Background: an optimization exercise with open tools, aiming at small area and a short achievable clock period. Do not read the settings as production practice.
Where RTL was checked, it was by simulation tests only, not by an equivalence proof against the original.
Only the layout flow was run in run 2; the RTL was not checked for function there.
No activity file was given, so power comes from the tool's default toggle rates.

## flow/design.v (module list and top-level ports; edited modules follow where they fit)
// module CannyEdge: 838 lines
module CannyEdge(dAddrRegRow, dAddrRegCol, bWE, bCE, InData, OutData,
	OPMode, bOPEnable, dReadReg, dWriteReg,	clk, rst_b);
  // ...
==> flow/flow/run.sh <==
#!/bin/bash
# Layout flow: the standard flow (standard.sh), unchanged synthesis, plus
#  1. fapol.py on the synthesized netlist: full adders are self-dual, so
#     each fa cell may be fed complemented inputs and give complemented
#     outputs; fapol picks the polarities that need the fewest inverters
#     and rewrites the netlist (registers and ports untouched).
#  2. port buffers of a plain buffer cell (buf_2) instead of the default pick,
#  3. the resizer's setup margin raised (at CTS and global routing) so
#     repair_timing keeps shortening the critical paths past the 10 ns
#     constraint,
#  4. a clock tree of smaller buffers and no dummy loads.
# Each tool's output goes to a log file in this folder.
set -u
R=orfs/results/${FLOW_PLATFORM:-sky130hd}/CannyEdge/base
export BUFFER_PORTS_ARGS="-buffer_cell sky130_fd_sc_hd__buf_2"
export SETUP_SLACK_MARGIN=${MARGIN:-6.2}
export CTS_ARGS="-sink_clustering_enable -repair_clock_nets -dont_use_dummy_load -buf_list sky130_fd_sc_hd__clkbuf_8 -sink_clustering_size 16 -sink_clustering_max_diameter 60"
bash standard.sh synth > synth.log 2>&1 || exit 1
if python3 flow/fapol.py $R/1_2_yosys.v $R/1_2_yosys_fapol.v > fapol.log 2>&1; then
  cp $R/1_2_yosys.v $R/1_2_yosys_std.v
  cp $R/1_2_yosys_fapol.v $R/1_2_yosys.v
  rm -f $R/1_synth.odb $R/1_synth.sdc
fi
# floorplan and placement without the raised margin; CTS and routing with it
SETUP_SLACK_MARGIN=0 bash standard.sh place > place.log 2>&1 || exit 1
bash standard.sh > standard.log 2>&1
==> flow/flow/fapol.py <==
#!/usr/bin/env python3
"""Full-adder polarity optimisation on a Yosys gate netlist (sky130hd).

A full adder is self-dual: fa(~a,~b,~c) = (~sum, ~cout).  Yosys's adder
extraction leaves many inverters between full adders; this pass chooses,
for each fa cell, whether to use it "flipped" (fed and producing
complemented signals) so that the number of inverters needed is minimal,
then rewrites the netlist.  The logic function at every register and port
is unchanged; registers are untouched.
usage: fapol.py in.v out.v
"""
import re, sys, random

src = open(sys.argv[1]).read()
INV = 'sky130_fd_sc_hd__inv_1'
FA = re.compile(r'sky130_fd_sc_hd__fa_\d+$')
OUTPINS = {'X', 'Y', 'Q', 'Q_N', 'SUM', 'COUT', 'HI', 'LO'}

# cell instances: type name ( pins );
cell_re = re.compile(r'^(\s*)(sky130_fd_sc_hd__\w+)\s+(\S+)\s*\((.*?)\);\s*$', re.S | re.M)
pin_re = re.compile(r'\.(\w+)\(\s*(.*?)\s*\)(?=\s*,|\s*$)', re.S)

cells = []
for m in cell_re.finditer(src):
    typ, name, body = m.group(2), m.group(3), m.group(4)
    pins = [(p, n.strip()) for p, n in pin_re.findall(body)]
    cells.append({'typ': typ, 'name': name, 'pins': pins, 'span': m.span()})

driver = {}
loads = {}
for i, c in enumerate(cells):
    for p, n in c['pins']:
        if p in OUTPINS:
            driver[n] = (i, p)
        else:
            loads.setdefault(n, []).append((i, p))

def is_inv(i):
    return cells[i]['typ'] == INV

def root(n):
    """follow inverters back: returns (root net, parity)"""
    q = 0
    while n in driver and is_inv(driver[n][0]):
        c = cells[driver[n][0]]
        n = dict(c['pins'])['A']
        q ^= 1
    return n, q

fa_ids = [i for i, c in enumerate(cells) if FA.match(c['typ'])]
fa_set = set(fa_ids)
inv_ids = [i for i, c in enumerate(cells) if c['typ'] == INV]

# demands: for every non-inverter consumer pin, which (root, parity) it needs
# (for fa pins, parity is relative to the fa's flip)
demands = []   # (consumer cell or None, pin, root, q)
nets_out_ports = set()
for i, c in enumerate(cells):
    if c['typ'] == INV:
        continue
    for p, n in c['pins']:
        if p in OUTPINS:
            continue
        if n.startswith("1'") or n == '':
            continue
        r, q = root(n)
        demands.append((i, p, r, q))

# module outputs / assigns that read nets: keep these nets' polarity as-is
assign_re = re.compile(r'^\s*assign\s+(.*?)\s*=\s*(.*?);', re.M)
port_reads = []
for m in assign_re.finditer(src):
    rhs = m.group(2).strip()
    if rhs in driver or rhs in loads:
        r, q = root(rhs)
        port_reads.append((rhs, r, q))

def root_pol(r, flip):
    d = driver.get(r)
    if d and d[0] in fa_set:
        return flip[d[0]]
    return 0

by_root = {}
for i, p, r, q in demands:
    by_root.setdefault(r, []).append((i, q))
for _, r, q in port_reads:
    by_root.setdefault(r, []).append((None, q))
fa_roots = {}
for i in fa_ids:
    rs = set()
    for p, n in cells[i]['pins']:
        if p in OUTPINS:
            rs.add(n)
        elif not (n.startswith("1'") or n == ''):
            rs.add(root(n)[0])
    fa_roots[i] = [r for r in rs if r in by_root]

def root_cost(r, flip):
    rp = root_pol(r, flip)
    wants = set(q ^ (flip[i] if i in fa_set else 0) for i, q in by_root[r])
    return sum(1 for w in wants if w != rp)

def total(flip):
    return sum(root_cost(r, flip) for r in by_root)

def search(flip, seed):
    rnd = random.Random(seed)
    improved = True
    while improved:
        improved = False
        order = fa_ids[:]
        rnd.shuffle(order)
        for i in order:
            before = sum(root_cost(r, flip) for r in fa_roots[i])
            flip[i] ^= 1
            after = sum(root_cost(r, flip) for r in fa_roots[i])
            if after < before or (after == before and rnd.random() < 0.3):
                if after < before:
                    improved = True
            else:
                flip[i] ^= 1
    return total(flip)

start = {i: 0 for i in fa_ids}
print('inverters before', len(inv_ids), 'needed with no flips', total(start), file=sys.stderr)
best, flip = None, None
for seed in range(40):
    f = {i: (random.Random(1000 + seed).random() < 0.5) * 1 if seed else 0 for i in fa_ids}
    c = search(f, seed)
    if best is None or c < best:
        best, flip = c, dict(f)
print('needed after', best, 'flipped', sum(flip.values()), file=sys.stderr)

if len(sys.argv) > 2:
    # rewrite: every (root, polarity) needed gets a net
    newcells = []
    invnet = {}
    cnt = [0]
    def net_for(r, want):
        if want == root_pol(r, flip):
            return r
        if r not in invnet:
            cnt[0] += 1
            nn = f'_fapol_{cnt[0]}_'
            invnet[r] = nn
            ra = r + ' ' if r.startswith('\\') else r
            newcells.append(f'  {INV} fapol_inv_{cnt[0]} (\n    .A({ra}),\n    .Y({nn})\n  );\n')
        return invnet[r]
    out = []
    last = 0
    for i, c in enumerate(cells):
        s, e = c['span']
        out.append(src[last:s])
        last = e
        if c['typ'] == INV:
            continue   # all inverters are re-created as needed
        pins = []
        for p, n in c['pins']:
            if p not in OUTPINS and not (n.startswith("1'") or n == ''):
                r, q = root(n)
                want = q ^ (flip[i] if i in fa_set else 0)
                n = net_for(r, want)
            pins.append(f'    .{p}({n}' + (' )' if n.startswith('\\') else ')'))
        out.append(f"  {c['typ']} {c['name']} (\n" + ',\n'.join(pins) + '\n  );')
    out.append(src[last:])
    text = ''.join(out)
    # port assigns
    def fix_assign(m):
        lhs, rhs = m.group(1), m.group(2).strip()
        if rhs in driver or rhs in loads:
            r, q = root(rhs)
            nn = net_for(r, q)
            return m.group(0).replace(m.group(2), nn + ' ' if nn.startswith('\\') else nn)
        return m.group(0)
    text = assign_re.sub(fix_assign, text)
    wires = ''.join(f'  wire {n};\n' for n in invnet.values())
    text = text.replace('endmodule', wires + ''.join(newcells) + 'endmodule')
    open(sys.argv[2], 'w').write(text)

==> flow/standard.sh <==
#!/bin/bash
# synth_recipe.tcl (not shown) runs the flow's synth.tcl, then flattens the netlist and writes it again
# the make line also repeats each setting of config.mk as NAME=value (left out here)
make -C /OpenROAD-flow-scripts/flow DESIGN_CONFIG=/design/flow/config.mk WORK_HOME=/design/flow/orfs CLKGATE_MAP_FILE= SYNTH_SCRIPT=/design/flow/synth_recipe.tcl "${@:-finish}"
==> flow/config.mk <==
export PLATFORM = sky130hd
export DESIGN_NAME = CannyEdge
export DESIGN_NICKNAME = CannyEdge
export VERILOG_FILES = /design/flow/design.v
export SDC_FILE = /design/flow/constraint.sdc
export NUM_CORES = 4
export LEC_CHECK = 0
export CAP_MARGIN = 20
export CORE_MARGIN = 2
export CORE_UTILIZATION = 40
export SLEW_MARGIN = 20
==> flow/constraint.sdc <==
create_clock -name core_clock -period 10.0 [get_ports {clk}]
set_input_delay 2.0000 -clock core_clock [delete_from_list [all_inputs] [get_ports {clk}]]
set_output_delay 2.0000 -clock core_clock [all_outputs]
set_load 0.01 [all_outputs]
==> results_dict.tcl, run 1 <==
set metrics [dict create \
    critical_path_class "reg -> reg" \
    busiest_layer "met2" \
    cp_max_fo 6 \
    rsz0062_at_grt "yes" \
    power-per-cell-area_mw_per_mm2 95.1 \
    fmax_mhz 252 \
    finClkSkew_ns 0.0522 \
    critPathArrivalTime_ns 4.37 \
    multi_input_area_mm2 0.0125 \
    p_clk_w 0.000697 \
    core-area_mm2 0.0539 \
    place_ws_ns 4.74 \
    cts-root-buf "clkbuf_8" \
    drt-wirelength-per-cell_um 31.6 \
    drc_errors 0 \
    synthesis.area_mm2 0.0219 \
    syn2layout_area_growth_pct 13.3 \
    vdd_drop_max_mv 0.0733 \
    crit_end "Gx[9]" \
    multi_input_area_share 0.503 \
    pwr-share-clk 0.295 \
    ctsHtreeMaxLevel 1 \
    start_kind "flip-flop" \
    slowest_delay_ns 0.70 \
    p_sw_frac 0.241 \
    sh_seq_area 0.379 \
    clock_area_frac 0.0167 \
    buf_share 0.0455 \
    status "complete, no violations" \
    max_slew_margin 0.402 \
    grt_max_degree 57 \
    cts_tree "yes" \
    antenna_left 0 \
    total_power_w 0.00236 \
    cts_buffers 30 \
    start_util 0.406 \
    nClkBuffers 30 \
    post_cts_buffers 76 \
    final.setup.tns_ns 0 \
    grt_use_total 0.264 \
]
==> run 2: changes to the inputs <==
--- a/flow/design.v
+++ b/flow/design.v
@@ -474,20 +474,20 @@
 wire g_428 = g_410 & g_423;
 wire g_429 = g_418 ^ g_420;
 wire g_430 = g_418 & g_420;
 assign gsum0 = {1'b1, 1'b1, g_422, g_412, g_411, g_393, g_367, g_339, g_307, g_273, g_241, g_190, g_172};
 assign gsum1 = {1'b0, g_430, g_424, g_414, g_413, g_370, g_342, g_310, g_280, g_275, g_216, g_211, g_187};
 assign gsum2 = {1'b0, 1'b0, g_428, g_425, g_396, g_372, g_344, g_312, g_278, g_248, g_243, g_213, g_189};
 assign gsum3 = {1'b0, 1'b0, g_426, g_416, g_398, g_395, g_369, g_341, g_309, g_277, g_245, g_215, glow[2]};
 assign gsum4 = {1'b0, 1'b0, g_429, g_427, g_415, g_397, g_371, g_343, g_311, g_279, g_247, g_217, g_191};
-wire signed [10:0] gx_n = {3'b0, x2} + {3'b0, x12} + {2'b0, x7, 1'b0}
-                        - {3'b0, x0} - {3'b0, x10} - {2'b0, x5, 1'b0};
-wire signed [10:0] gy_n = {3'b0, x0} + {3'b0, x2} + {2'b0, x1, 1'b0}
-                        - {3'b0, x10} - {3'b0, x12} - {2'b0, x11, 1'b0};
+wire [10:0] sp = {3'b0, x2} - {3'b0, x10};
+wire [10:0] sq = {3'b0, x12} - {3'b0, x0};
+wire [10:0] gx_n = sp + sq + {2'b0, x7, 1'b0} - {2'b0, x5, 1'b0};
+wire [10:0] gy_n = sp - sq + {2'b0, x1, 1'b0} - {2'b0, x11, 1'b0};
 wire sx = Gx[10], sy = Gy[10];
 wire [10:0] A = Gx ^ {11{sx}};
 wire [10:0] B = Gy ^ {11{sy}};
 wire sg_1 = A[0] ^ B[0] ^ sx;
 wire sg_2 = (A[0] & B[0]) | (A[0] & sx) | (B[0] & sx);
 wire sg_3 = A[1] ^ B[1];
 wire sg_4 = A[1] & B[1];
 wire sg_5 = A[2] ^ B[2];
==> flow/flow/run.sh (replaced) <==
#!/bin/bash
# Layout flow: the standard flow (standard.sh), unchanged synthesis, plus
#  1. fapol.py on the synthesized netlist: full adders are self-dual, so
#     each fa cell may be fed complemented inputs and give complemented
#     outputs; fapol picks the polarities that need the fewest inverters
#     and rewrites the netlist (registers and ports untouched).
#  2. port buffers of a plain buffer cell (buf_2) instead of the default pick,
#  3. the resizer's setup margin raised so repair_timing keeps shortening
#     the critical paths past the 10 ns constraint,
#  4. a clock tree of smaller buffers and no dummy loads.
# Each tool's output goes to a log file in this folder.
set -u
R=orfs/results/${FLOW_PLATFORM:-sky130hd}/CannyEdge/base
export BUFFER_PORTS_ARGS="-buffer_cell sky130_fd_sc_hd__buf_2"
export SETUP_SLACK_MARGIN=${MARGIN:-6.2}
export CTS_ARGS="-sink_clustering_enable -repair_clock_nets -dont_use_dummy_load -buf_list sky130_fd_sc_hd__clkbuf_8 -sink_clustering_size 16 -sink_clustering_max_diameter 60"
bash standard.sh synth > synth.log 2>&1 || exit 1
if python3 flow/fapol.py $R/1_2_yosys.v $R/1_2_yosys_fapol.v > fapol.log 2>&1; then
  cp $R/1_2_yosys.v $R/1_2_yosys_std.v
  cp $R/1_2_yosys_fapol.v $R/1_2_yosys.v
  rm -f $R/1_synth.odb $R/1_synth.sdc
fi
bash standard.sh > standard.log 2>&1
==> run 2 against run 1 <==
Compared with the run above:
- still clean on timing, DRC and antenna
- utilization is 0.052 points higher
- setup slack lost 0.34 ns
- power is 1.8% lower
- sequential share of layout area down 0.75 points
- count of clock-buffer cells in the layout is 2 lower
- critical endpoint is now Gy[9]
- highest routed layer is now met5
- sequential cell count down 1
- largest cell class unchanged
==> results_dict.tcl, run 2 <==
set metrics [dict create \
    final_max_slew_viol_count 0 \
    rsz0062_at_grt "yes" \
    fin_crit_sh 0.431 \
    setup_viol 0 \
    yosysWarnings 2 \
    die_y_um 239 \
    hold_buffers 0 \
    cts_buffers 28 \
    dieArea_mm2 0.0570 \
    start_kind "flip-flop" \
    largest_reg_flops 200 \
    fill_cells 4849 \
    required_ns 10.40 \
    core-area_mm2 0.0548 \
    syn_area_per_cell_um2 14.2 \
    final.setup.tns_ns 0 \
    drtIter0Drc 1664 \
    final_common_cell "edfxtp_1" \
    die_w_um 239 \
    numPortBuffers 37 \
    drc_errors 0 \
    routed_wl_um 77000 \
    seq_area_mm2 0.00938 \
    multi_input_area_mm2 0.0128 \
    period_minus_slack_ns 4.31 \
    clk-insertion-delay-late_ns 0.64 \
    cts.path.max_buffers 3 \
    power.internal_w 0.00177 \
    critPathArrivalTime_ns 4.71 \
    max_slew_margin 0.227 \
    gp_congestion 1.07 \
    syn2layout_area_growth_pct 14.3 \
    drt-wirelength-per-cell_um 31.9 \
    final_cells 2415 \
    synthCells 1559 \
    seq_power_share 0.638 \
    combPwrFrac 0.076 \
    cts_tree "yes" \
    worst_setup_path_end_kind "flip-flop" \
    status "complete, no violations" \
    cts-root-buf "clkbuf_8" \
    hp-class "reg -> reg" \
    finClkSkew_ns 0.0451 \
    finalNetCount 2164 \
    dp.cells 2275 \
    hold_viol 0 \
    final_cell_mix "291 x edfxtp_1, 218 x fa_1, 138 x ha_1" \
    pwr-share-clk 0.286 \
    layout-drive-gt1-share 0.227 \
    fmax_mhz 232 \
    clk_pin_slew_worst_paths_ns 0.10 \
    start_util 0.403 \
    switching_power_w 0.000545 \
    viasPerCell 5.97 \
    rows 86 \
    num_vias 14413 \
    reg_top3 "regX x200, gs1 x12" \
    p_sw_frac 0.236 \
    cts_sinks 316 \
    ctsHtreeMaxLevel 1 \
    place_hpwl_um 59400 \
    largest_register "regX" \
    cp_max_fo 5 \
    grt-ovfl-total 0 \
    antenna_left 0 \
    grt_pass1_vias 14900 \
    synthesis.nets 2011 \
    ioPinCount 38 \
    grt_max_degree 57 \
    synthesis.area_mm2 0.0221 \
    vdd_drop_max_mv 0.0952 \
    grt_pass1_wl_um 108000 \
    detailedRoute.firstPassIterationCount 9 \
    cap_violations 0 \
    fin_util 0.460 \
    total_power_w 0.00232 \
    p_leak_nw 9.19 \
    power-per-cell-area_mw_per_mm2 91.9 \
    grt_use_total 0.273 \
    worst_pin_slew_ns 1.15 \
    critical_path_class "reg -> reg" \
    antenna_found_initial 2 \
]
-- run 2: cell type report --
class	count	area share
Sequential cell	316	0.372
Clock buffer	28	0.0153
Inverter	142	0.0211
Multi-Input combinational cell	1063	0.508
Tap cell	704	0.0349
Timing Repair Buffer	161	0.0488
Antenna cell	1	0.0000993
-- run 2: layer usage --
layer	vias to the layer above	wire, um	GRT usage
met5	-	18	0
met4	2	5290	0.148
met3	231	7710	0.0566
met2	803	33800	0.419
met1	7410	30100	0.365
li1	5967	-	-
-- run 2: timing repair --
| item | 4_1_cts | 5_1_grt |
|---|---|---|
| setup buffers | 82 | 29 |
| pin swaps | 36 | 42 |
| endpoints found under the setup margin | 241 | 214 |
| resized for setup | 71 | 63 |
-- run 2: path summary, 6_finish.rpt --
| kind | start | endpoint | slack (ns) | cells past startpoint |
|---|---|---|---|---|
| setup / recovery | regX[12][0] | Gy[9] | 5.69 | 17 |
| hold / removal | Out_gradient[5] | Out_gradient[5] | 0.50 | 2 |
| setup reg to reg | regX[12][0] | Gy[9] | 5.69 | 17 |
| hold reg to reg | Out_gradient[5] | Out_gradient[5] | 0.50 | 2 |
| max in group asynchronous | rst_b | pc[1] | 8.36 | 1 |
| min in group asynchronous | rst_b | Out_gf[3] | 1.28 | 1 |
-- run 2: power groups by stage --
stage	combinational (W)	sequential, W	clock, W
after floorplan	0.000103	0.00150	0
after global placement	0.000160	0.00151	0
after detailed placement	0.000162	0.00151	0
after CTS	0.000167	0.00148	0.000674
after global routing	0.000192	0.00148	0.000719
final	0.000176	0.00148	0.000663
-- run 2: stage by stage --
stage | instance area, um2 | worst slack [ns] | hold slack (ns)
final | 25200 | 5.69 | 0.499
after global routing | 25200 | 5.58 | 0.532
after CTS | 24600 | 5.70 | 0.506
after detailed placement | 23400 | 4.66 | 0.484
after global placement | 23400 | 4.80 | 0.476
after floorplan | 22400 | 5.30 | 0.449
-- run 2: critical path, cell delays in order, from the launching register on --
cell and delay (ns):
edfxtp_1 0.47, inv_1 0.09, ha_1 0.16, inv_2 0.05, fa_2 0.36, a21o_1 0.22, a21oi_2 0.16, nor2b_1 0.07
o21a_1 0.19, or3_4 0.34, nand2_4 0.08, fa_1 0.42, fa_2 0.58, ha_4 0.23, o2111ai_2 0.07, nand3_2 0.10
o41a_1 0.34, xor2_1 0.15

-- afterwards: timing with drivers on the ports --
No port has a modelled driver above. Below, the same layouts with a new extraction and two added sets of constraints. Step 1: set_driving_cell puts a clkbuf_16 on clk and a buf_2 on each other input, an assumption about the parent block. Step 2 also shifts input and output timing later by t, the mid clock arrival at the registers, as if the neighbouring blocks saw the same clock. a / b / c = ideal / step 1 / step 2; a / b = the first two.
run	shift t [ns]	setup WS [ns]	worst slew at a driven data input, ns
run 1	0.698	6.033 / 6.033 / 5.544	0.10
run 2	0.665	5.689 / 5.689 / 5.592	0.12
After both steps every run listed still meets setup and hold. The setup slack of run 1, which loses most, moves by 0.000 ns with the drivers and by -0.489 ns with both steps.
